This design comes from an exercise in tuning for small area on the open sky130 flow, not from production work.
In this exercise RTL edits were held to simulation tests only and were not proved equivalent to the original.
No activity file was given, so power comes from the tool's default toggle rates.

==> inputs of build 40 <==
// digital_clock_lcd
module digital_clock_lcd (
    input             clk,
    input             resetn,
    input             set_en,
    input      [11:0] set_year,
    input      [4:0]  set_month,
    input      [4:0]  set_day,
    input      [4:0]  set_hour,
    input      [5:0]  set_min,
    input      [5:0]  set_sec,
    output            lcd_e,
    output            lcd_rs,
    output            lcd_rw,
    output     [7:0]  lcd_data
);
clock: 12.0 ns
lec_check: 0
abc_area: 1
cap_margin: 20
core_margin: 2
core_utilization: 40
slew_margin: 20
standard.sh (not shown) runs the stock make flow with config.mk's settings and CLKGATE_MAP_FILE= SYNTH_SCRIPT=/design/flow/synth_recipe.tcl, a recipe that flattens the netlist after the stock synthesis.
==> flow/flow/run.sh <==
#!/bin/bash
# Own layout flow: the standard synthesis, then an area re-mapping of the
# combinational logic with ABC (registers untouched; several ABC scripts are
# tried and the smallest netlist is kept), then the standard ORFS layout with
# small port buffers and a small clock tree.
set -euo pipefail
W=$(pwd)
R=$W/orfs/results/${FLOW_PLATFORM}/digital_clock_lcd/base
LIB=$FLOW_HOME/platforms/${FLOW_PLATFORM}/lib/sky130_fd_sc_hd__tt_025C_1v80.lib
YOSYS=$(command -v yosys || echo $FLOW_HOME/../tools/install/yosys/bin/yosys)

bash standard.sh synth > $W/log_synth.txt 2>&1
cp $R/1_2_yosys.v $W/synth_standard.v

area_of() {
  $YOSYS -q -p "read_liberty -lib $LIB; read_verilog $1; hierarchy -top $FLOW_TOP; tee -q -o $1.stat stat -liberty $LIB" > /dev/null 2>&1 || return 1
  grep "Chip area" $1.stat | awk '{print $NF}'
}

for s in A B D F; do
  sed -e "s#@LIB@#$LIB#g" -e "s#@IN@#$W/synth_standard.v#g" -e "s#@OUT@#$W/synth_$s.v#g" \
      -e "s#@SCRIPT@#$W/flow/$s.abc#g" -e "s#@TOP@#$FLOW_TOP#g" $W/flow/reopt.ys > $W/reopt_$s.ys
  ( timeout 900 $YOSYS -s $W/reopt_$s.ys > $W/log_reopt_$s.txt 2>&1 || rm -f $W/synth_$s.v ) &
done
wait

best=$W/synth_standard.v
besta=$(area_of $best)
echo "standard $besta" > $W/log_pick.txt
for s in A B D F; do
  f=$W/synth_$s.v
  [[ -s $f ]] || { echo "$s failed" >> $W/log_pick.txt; continue; }
  a=$(area_of $f) || { echo "$s unreadable" >> $W/log_pick.txt; continue; }
  echo "$s $a" >> $W/log_pick.txt
  if awk -v a="$a" -v b="$besta" 'BEGIN{exit !(a < b)}'; then best=$f; besta=$a; fi
done
echo "picked $best $besta" >> $W/log_pick.txt

cp $best $R/1_2_yosys.v
rm -f $R/1_synth.odb $R/1_synth.sdc

bash standard.sh \
  BUFFER_PORTS_ARGS="-buffer_cell sky130_fd_sc_hd__buf_1" \
  CTS_ARGS="-sink_clustering_enable -repair_clock_nets -dont_use_dummy_load -buf_list sky130_fd_sc_hd__clkbuf_4 -root_buf sky130_fd_sc_hd__clkbuf_8 -sink_clustering_size 10" \
  finish > $W/log_layout.txt 2>&1
==> flow/flow/A.abc <==
strash
&get -n
&deepsyn -T 40
&put
dch -f
map -a
topo
dnsize
==> flow/flow/F.abc <==
strash
&get -n
&deepsyn -T 40
&dch -f
&nf -R 1000 -a
&put
mfs3 -a
topo
dnsize
Other scripts of this flow, unchanged in this note and not shown: flow/flow/B.abc, flow/flow/D.abc, flow/flow/reopt.ys
==> trial 88 (differences from build 40) <==
--- a/flow/design.v
+++ b/flow/design.v
@@ -11,35 +11,36 @@
     output            lcd_e,
     output            lcd_rs,
     output            lcd_rw,
     output     [7:0]  lcd_data
 );
     assign lcd_rw = 1'b0;
     reg [3:0] cb;
     reg [1:0] ca;
-    wire cb9  = cb[3] & cb[0];
-    wire tick = cb9 & ca[1] & ca[0];
-    wire t0   = ~(cb[3] | cb[2] | cb[1] | cb[0] | ca[1] | ca[0]);
+    wire cbw  = cb[3] & cb[2] & cb[1] & cb[0];
+    wire tick = cbw & ca[1] & ca[0];
+    wire t0   = ~cb[3] & cb[2] & cb[1] & ~cb[0] & ~ca[1] & ~ca[0];
+    wire [3:0] cbi = cb + 4'd1;
     always @(posedge clk or negedge resetn) begin
         if (!resetn) begin
-            cb <= 4'd8; ca <= 2'd3;
+            cb <= 4'd14; ca <= 2'd3;
         end else begin
-            cb <= cb9 ? 4'd0 : cb + 4'd1;
-            if (cb9) ca <= ca + 2'd1;
+            cb <= {cbi[3], cbi[2] | cbw, cbi[1] | cbw, cbi[0]};
+            if (cbw) ca <= ca + 2'd1;
         end
     end
     assign lcd_e = ~ca[1] & ca[0];
     reg [7:0] sc;
-    wire sctop = sc[7] & sc[6] & sc[5] & sc[4] & sc[3];
-    wire sc249 = sctop & ~sc[2] & sc[0];
-    wire adv   = t0 & sc249;
-    always @(posedge clk or negedge resetn) begin
-        if (!resetn) sc <= 8'hff;
-        else if (t0) sc <= sc249 ? 8'd0 : sc + 8'd1;
+    wire [8:0] sci = {1'b0, sc} + 9'd1;
+    wire scw = sci[8];                  
+    wire adv = t0 & scw;
+    always @(posedge clk or negedge resetn) begin
+        if (!resetn) sc <= 8'd5;
+        else if (t0) sc <= {sci[7:3], sci[2] | scw, sci[1] | scw, sci[0]};
     end
     reg [11:0] year;
     reg [3:0]  month;
     reg [4:0]  day;
     reg [4:0]  hour;
     reg [5:0]  min;
     reg [5:0]  sec;
     wire ws  = sec[5] & sec[4] & sec[3] & sec[1] & sec[0];      
@@ -140,44 +141,31 @@
                 if (i >= 3) s[15:12] = add3(s[15:12]);
                 if (i >= 6) s[19:16] = add3(s[19:16]);
                 if (i >= 9) s[23:20] = add3(s[23:20]);
                 s = s << 1;
             end
             bcd12 = s[27:12];
         end
     endfunction
-    reg [11:0] cv;
-    reg [1:0]  cs;
-    always @* begin
-        cv = 12'bx; cs = 2'bx;
-        if (!ln) begin
-            case (p)
-                5'd31: begin cv = year; cs = 2'd3; end
-                5'd0:  begin cv = year; cs = 2'd2; end
-                5'd1:  begin cv = year; cs = 2'd1; end
-                5'd2:  begin cv = year; cs = 2'd0; end
-                5'd4:  begin cv = {8'd0, month}; cs = 2'd1; end
-                5'd5:  begin cv = {8'd0, month}; cs = 2'd0; end
-                5'd7:  begin cv = {7'd0, day}; cs = 2'd1; end
-                5'd8:  begin cv = {7'd0, day}; cs = 2'd0; end
-                default: ;
-            endcase
-        end else begin
-            case (p)
-                5'd31: begin cv = {7'd0, hour}; cs = 2'd1; end
-                5'd0:  begin cv = {7'd0, hour}; cs = 2'd0; end
-                5'd2:  begin cv = {6'd0, min}; cs = 2'd1; end
-                5'd3:  begin cv = {6'd0, min}; cs = 2'd0; end
-                5'd5:  begin cv = {6'd0, sec}; cs = 2'd1; end
-                5'd6:  begin cv = {6'd0, sec}; cs = 2'd0; end
-                default: ;
-            endcase
-        end
-    end
+    wire pa = p[4];
+    wire [3:0] q = p[3:0];
+    wire sY  = ~ln & (pa | (~q[3] & ~q[2]));
+    wire sMo = ~ln & ~pa & q[2] & ~q[1];
+    wire sD  = ~ln & ~pa & (q[3] | (q[2] & q[1]));
+    wire sH  =  ln & (pa | (~q[2] & ~q[1]));
+    wire sMi =  ln & ~pa & ~q[2] & q[1];
+    wire sS  =  ln & ~pa & q[2];
+    wire [11:0] cv = ({12{sY}} & year) | ({12{sMo}} & {8'd0, month}) | ({12{sD}} & {7'd0, day})
+                   | ({12{sH}} & {7'd0, hour}) | ({12{sMi}} & {6'd0, min}) | ({12{sS}} & {6'd0, sec});
+    wire tY = pa ? 1'b1 : (~q[1] & ~q[0]);             
+    wire uY = pa ? 1'b1 : (~q[1] & q[0]);
+    wire t0l = ~q[3] & ~(q[1] ^ q[0]);                  
+    wire t1l = pa | (q[1] & ~q[0] & ~q[2]) | (q[2] & q[0]);  
+    wire [1:0] cs = sY ? {tY, uY} : {1'b0, ln ? t1l : t0l};
     wire [15:0] cbcd = bcd12(cv);
     wire [3:0]  nd = cbcd[cs*4 +: 4];
     reg [3:0] dreg;
     always @(posedge clk) begin
         if (tick) dreg <= nd;
     end
     reg [7:0] od;
     always @* begin
--- a/flow/flow/run.sh
+++ b/flow/flow/run.sh
@@ -12,34 +12,34 @@
 bash standard.sh synth > $W/log_synth.txt 2>&1
 cp $R/1_2_yosys.v $W/synth_standard.v
 
 area_of() {
   $YOSYS -q -p "read_liberty -lib $LIB; read_verilog $1; hierarchy -top $FLOW_TOP; tee -q -o $1.stat stat -liberty $LIB" > /dev/null 2>&1 || return 1
   grep "Chip area" $1.stat | awk '{print $NF}'
 }
 
-for s in A B D F; do
+for s in B D J N; do
   sed -e "s#@LIB@#$LIB#g" -e "s#@IN@#$W/synth_standard.v#g" -e "s#@OUT@#$W/synth_$s.v#g" \
       -e "s#@SCRIPT@#$W/flow/$s.abc#g" -e "s#@TOP@#$FLOW_TOP#g" $W/flow/reopt.ys > $W/reopt_$s.ys
   ( timeout 900 $YOSYS -s $W/reopt_$s.ys > $W/log_reopt_$s.txt 2>&1 || rm -f $W/synth_$s.v ) &
 done
 wait
 
 best=$W/synth_standard.v
 besta=$(area_of $best)
 echo "standard $besta" > $W/log_pick.txt
-for s in A B D F; do
+for s in B D J N; do
   f=$W/synth_$s.v
   [[ -s $f ]] || { echo "$s failed" >> $W/log_pick.txt; continue; }
   a=$(area_of $f) || { echo "$s unreadable" >> $W/log_pick.txt; continue; }
   echo "$s $a" >> $W/log_pick.txt
   if awk -v a="$a" -v b="$besta" 'BEGIN{exit !(a < b)}'; then best=$f; besta=$a; fi
 done
 echo "picked $best $besta" >> $W/log_pick.txt
 
 cp $best $R/1_2_yosys.v
 rm -f $R/1_synth.odb $R/1_synth.sdc
 
 bash standard.sh \
   BUFFER_PORTS_ARGS="-buffer_cell sky130_fd_sc_hd__buf_1" \
-  CTS_ARGS="-sink_clustering_enable -repair_clock_nets -dont_use_dummy_load -buf_list sky130_fd_sc_hd__clkbuf_4 -root_buf sky130_fd_sc_hd__clkbuf_8 -sink_clustering_size 10" \
+  CTS_ARGS="-sink_clustering_enable -repair_clock_nets -dont_use_dummy_load -buf_list sky130_fd_sc_hd__clkbuf_8 -root_buf sky130_fd_sc_hd__clkbuf_8 -sink_clustering_buffer sky130_fd_sc_hd__clkbuf_8 -sink_clustering_size 16" \
   finish > $W/log_layout.txt 2>&1
==> flow/flow/J.abc (new file) <==
strash
&get -n
&deepsyn -T 40 -S 7
&dch -f
&nf -R 1000 -a
&put
topo
dnsize
==> flow/flow/N.abc (new file) <==
strash
&get -n
&deepsyn -T 40
&dch -f
&nf -R 1000 -a -p
&put
topo
dnsize
removed: flow/flow/A.abc
removed: flow/flow/F.abc
==> build 56 (differences from build 40) <==
--- a/flow/design.v
+++ b/flow/design.v
@@ -11,35 +11,36 @@
     output            lcd_e,
     output            lcd_rs,
     output            lcd_rw,
     output     [7:0]  lcd_data
 );
     assign lcd_rw = 1'b0;
     reg [3:0] cb;
     reg [1:0] ca;
-    wire cb9  = cb[3] & cb[0];
-    wire tick = cb9 & ca[1] & ca[0];
-    wire t0   = ~(cb[3] | cb[2] | cb[1] | cb[0] | ca[1] | ca[0]);
+    wire cbw  = cb[3] & cb[2] & cb[1] & cb[0];
+    wire tick = cbw & ca[1] & ca[0];
+    wire t0   = ~cb[3] & cb[2] & cb[1] & ~cb[0] & ~ca[1] & ~ca[0];
+    wire [3:0] cbi = cb + 4'd1;
     always @(posedge clk or negedge resetn) begin
         if (!resetn) begin
-            cb <= 4'd8; ca <= 2'd3;
+            cb <= 4'd14; ca <= 2'd3;
         end else begin
-            cb <= cb9 ? 4'd0 : cb + 4'd1;
-            if (cb9) ca <= ca + 2'd1;
+            cb <= {cbi[3], cbi[2] | cbw, cbi[1] | cbw, cbi[0]};
+            if (cbw) ca <= ca + 2'd1;
         end
     end
     assign lcd_e = ~ca[1] & ca[0];
     reg [7:0] sc;
-    wire sctop = sc[7] & sc[6] & sc[5] & sc[4] & sc[3];
-    wire sc249 = sctop & ~sc[2] & sc[0];
-    wire adv   = t0 & sc249;
-    always @(posedge clk or negedge resetn) begin
-        if (!resetn) sc <= 8'hff;
-        else if (t0) sc <= sc249 ? 8'd0 : sc + 8'd1;
+    wire [8:0] sci = {1'b0, sc} + 9'd1;
+    wire scw = sci[8];                  
+    wire adv = t0 & scw;
+    always @(posedge clk or negedge resetn) begin
+        if (!resetn) sc <= 8'd5;
+        else if (t0) sc <= {sci[7:3], sci[2] | scw, sci[1] | scw, sci[0]};
     end
     reg [11:0] year;
     reg [3:0]  month;
     reg [4:0]  day;
     reg [4:0]  hour;
     reg [5:0]  min;
     reg [5:0]  sec;
     wire ws  = sec[5] & sec[4] & sec[3] & sec[1] & sec[0];      
@@ -140,44 +141,31 @@
                 if (i >= 3) s[15:12] = add3(s[15:12]);
                 if (i >= 6) s[19:16] = add3(s[19:16]);
                 if (i >= 9) s[23:20] = add3(s[23:20]);
                 s = s << 1;
             end
             bcd12 = s[27:12];
         end
     endfunction
-    reg [11:0] cv;
-    reg [1:0]  cs;
-    always @* begin
-        cv = 12'bx; cs = 2'bx;
-        if (!ln) begin
-            case (p)
-                5'd31: begin cv = year; cs = 2'd3; end
-                5'd0:  begin cv = year; cs = 2'd2; end
-                5'd1:  begin cv = year; cs = 2'd1; end
-                5'd2:  begin cv = year; cs = 2'd0; end
-                5'd4:  begin cv = {8'd0, month}; cs = 2'd1; end
-                5'd5:  begin cv = {8'd0, month}; cs = 2'd0; end
-                5'd7:  begin cv = {7'd0, day}; cs = 2'd1; end
-                5'd8:  begin cv = {7'd0, day}; cs = 2'd0; end
-                default: ;
-            endcase
-        end else begin
-            case (p)
-                5'd31: begin cv = {7'd0, hour}; cs = 2'd1; end
-                5'd0:  begin cv = {7'd0, hour}; cs = 2'd0; end
-                5'd2:  begin cv = {6'd0, min}; cs = 2'd1; end
-                5'd3:  begin cv = {6'd0, min}; cs = 2'd0; end
-                5'd5:  begin cv = {6'd0, sec}; cs = 2'd1; end
-                5'd6:  begin cv = {6'd0, sec}; cs = 2'd0; end
-                default: ;
-            endcase
-        end
-    end
+    wire pa = p[4];
+    wire [3:0] q = p[3:0];
+    wire sY  = ~ln & (pa | (~q[3] & ~q[2]));
+    wire sMo = ~ln & ~pa & q[2] & ~q[1];
+    wire sD  = ~ln & ~pa & (q[3] | (q[2] & q[1]));
+    wire sH  =  ln & (pa | (~q[2] & ~q[1]));
+    wire sMi =  ln & ~pa & ~q[2] & q[1];
+    wire sS  =  ln & ~pa & q[2];
+    wire [11:0] cv = ({12{sY}} & year) | ({12{sMo}} & {8'd0, month}) | ({12{sD}} & {7'd0, day})
+                   | ({12{sH}} & {7'd0, hour}) | ({12{sMi}} & {6'd0, min}) | ({12{sS}} & {6'd0, sec});
+    wire tY = pa ? 1'b1 : (~q[1] & ~q[0]);             
+    wire uY = pa ? 1'b1 : (~q[1] & q[0]);
+    wire t0l = ~q[3] & ~(q[1] ^ q[0]);                  
+    wire t1l = pa | (q[1] & ~q[0] & ~q[2]) | (q[2] & q[0]);  
+    wire [1:0] cs = sY ? {tY, uY} : {1'b0, ln ? t1l : t0l};
     wire [15:0] cbcd = bcd12(cv);
     wire [3:0]  nd = cbcd[cs*4 +: 4];
     reg [3:0] dreg;
     always @(posedge clk) begin
         if (tick) dreg <= nd;
     end
     reg [7:0] od;
     always @* begin
--- a/flow/flow/run.sh
+++ b/flow/flow/run.sh
@@ -12,34 +12,34 @@
 bash standard.sh synth > $W/log_synth.txt 2>&1
 cp $R/1_2_yosys.v $W/synth_standard.v
 
 area_of() {
   $YOSYS -q -p "read_liberty -lib $LIB; read_verilog $1; hierarchy -top $FLOW_TOP; tee -q -o $1.stat stat -liberty $LIB" > /dev/null 2>&1 || return 1
   grep "Chip area" $1.stat | awk '{print $NF}'
 }
 
-for s in A B D F; do
+for s in B D J N; do
   sed -e "s#@LIB@#$LIB#g" -e "s#@IN@#$W/synth_standard.v#g" -e "s#@OUT@#$W/synth_$s.v#g" \
       -e "s#@SCRIPT@#$W/flow/$s.abc#g" -e "s#@TOP@#$FLOW_TOP#g" $W/flow/reopt.ys > $W/reopt_$s.ys
   ( timeout 900 $YOSYS -s $W/reopt_$s.ys > $W/log_reopt_$s.txt 2>&1 || rm -f $W/synth_$s.v ) &
 done
 wait
 
 best=$W/synth_standard.v
 besta=$(area_of $best)
 echo "standard $besta" > $W/log_pick.txt
-for s in A B D F; do
+for s in B D J N; do
   f=$W/synth_$s.v
   [[ -s $f ]] || { echo "$s failed" >> $W/log_pick.txt; continue; }
   a=$(area_of $f) || { echo "$s unreadable" >> $W/log_pick.txt; continue; }
   echo "$s $a" >> $W/log_pick.txt
   if awk -v a="$a" -v b="$besta" 'BEGIN{exit !(a < b)}'; then best=$f; besta=$a; fi
 done
 echo "picked $best $besta" >> $W/log_pick.txt
 
 cp $best $R/1_2_yosys.v
 rm -f $R/1_synth.odb $R/1_synth.sdc
 
 bash standard.sh \
   BUFFER_PORTS_ARGS="-buffer_cell sky130_fd_sc_hd__buf_1" \
-  CTS_ARGS="-sink_clustering_enable -repair_clock_nets -dont_use_dummy_load -buf_list sky130_fd_sc_hd__clkbuf_4 -root_buf sky130_fd_sc_hd__clkbuf_8 -sink_clustering_size 10" \
+  CTS_ARGS="-sink_clustering_enable -repair_clock_nets -dont_use_dummy_load -buf_list sky130_fd_sc_hd__clkbuf_4 -root_buf sky130_fd_sc_hd__clkbuf_4 -sink_clustering_buffer sky130_fd_sc_hd__clkbuf_4 -sink_clustering_size 10" \
   finish > $W/log_layout.txt 2>&1
==> flow/flow/J.abc (new file) <==
strash
&get -n
&deepsyn -T 40 -S 7
&dch -f
&nf -R 1000 -a
&put
topo
dnsize
==> flow/flow/N.abc (new file) <==
strash
&get -n
&deepsyn -T 40
&dch -f
&nf -R 1000 -a -p
&put
topo
dnsize
Settings changed: CORE_UTILIZATION 40 to 60.
removed: flow/flow/A.abc
removed: flow/flow/F.abc
==> comparison table <==
Standard cell with the maximum stage delay on the critical path: build 56 sky130_fd_sc_hd__dfstp_2; build 40 sky130_fd_sc_hd__nor3_1; trial 88 sky130_fd_sc_hd__dfstp_2
Switching Share: build 56 40.6%; build 40 39.5%; trial 88 39.5%
Status: build 56 no timing/DRC/antenna violations; build 40 no timing/DRC/antenna violations; trial 88 no timing/DRC/antenna violations
Power of the clock network: build 56 0.000103 W; build 40 0.000140 W; trial 88 0.000141 W
Worst clock skew: build 56 34.6 ps; build 40 19.8 ps; trial 88 18.5 ps
Achievable clock frequency: build 56 126 MHz; build 40 129 MHz; trial 88 125 MHz
Proportion of layout cells with a drive suffix above 1: build 56 6.36%; build 40 6.91%; trial 88 6.36%
Non-clock inverter count in the final layout: build 56 16; build 40 21; trial 88 16
Clk latency of the worst-skew pair: build 56 420 ps; build 40 340 ps; trial 88 350 ps
Fillers: build 56 534; build 40 1042; trial 88 1009
Met1 Use GR: build 56 33.7%; build 40 23.8%; trial 88 25.5%
Area growth syn-to-layout: build 56 9.41%; build 40 12.5%; trial 88 12.6%
Sequential fraction of total cell area: build 56 36.5%; build 40 35.0%; trial 88 35.4%
Cell depth of the worst setup path: build 56 40; build 40 36; trial 88 40
Pin slew with the least headroom to its limit: build 56 723 ps; build 40 802 ps; trial 88 728 ps
Post-route standard cell area excluding fillers: build 56 4380 µm²; build 40 4580 µm²; trial 88 4500 µm²
Beginning of the worst hold path: build 56 sc[6]$_DFFE_PN0P_; build 40 sc[3]$_DFFE_PN1N_; trial 88 sc[7]$_DFFE_PN0P_
Mapped Avg Cell Area: build 56 8.20 µm²; build 40 7.89 µm²; trial 88 8.20 µm²
Footprint of the flip-flops and latches: build 56 1600 µm²; build 40 1600 µm²; trial 88 1600 µm²
Area taken by multi-input logic gates: build 56 2340 µm²; build 40 2390 µm²; trial 88 2340 µm²
Proportion of power drawn by the clock network: build 56 14.8%; build 40 18.9%; trial 88 19.1%
Core footprint: build 56 6390 µm²; build 40 9820 µm²; trial 88 9730 µm²

what the ideal ports hide:
No port has a modelled driver above. Below, the same layouts with a new extraction and two added sets of constraints. Step 1 (the two cells are an assumption about what drives the block):
set clk [get_ports {clk}]
set_driving_cell -lib_cell sky130_fd_sc_hd__clkbuf_16 $clk
set_driving_cell -lib_cell sky130_fd_sc_hd__buf_2 [delete_from_list [all_inputs] $clk]
Step 2 adds t to the input delays and takes it off the output delays; t is the mean of the earliest and latest rising clock arrival at the registers after step 1. Input paths then give back, and output paths get back, about the clock's delay inside the block. Three values: no drivers, after step 1, after step 2; two values: the first two.
run | t, ns | setup slack, ns | worst setup path after step 2 | latest minus earliest clock arrival (ns) | worst register clock-pin slew, ns
build 40 | 0.365 | 4.253 / 4.253 / 4.253 | register to register | 0.020 / 0.020 | 0.07 / 0.07
trial 88 | 0.370 | 3.979 / 3.979 / 3.979 | register to register | 0.019 / 0.019 | 0.08 / 0.08
build 56 | 0.429 | 4.036 / 4.036 / 4.036 | register to register | 0.035 / 0.035 | 0.11 / 0.11
After both steps every run listed still meets setup and hold.
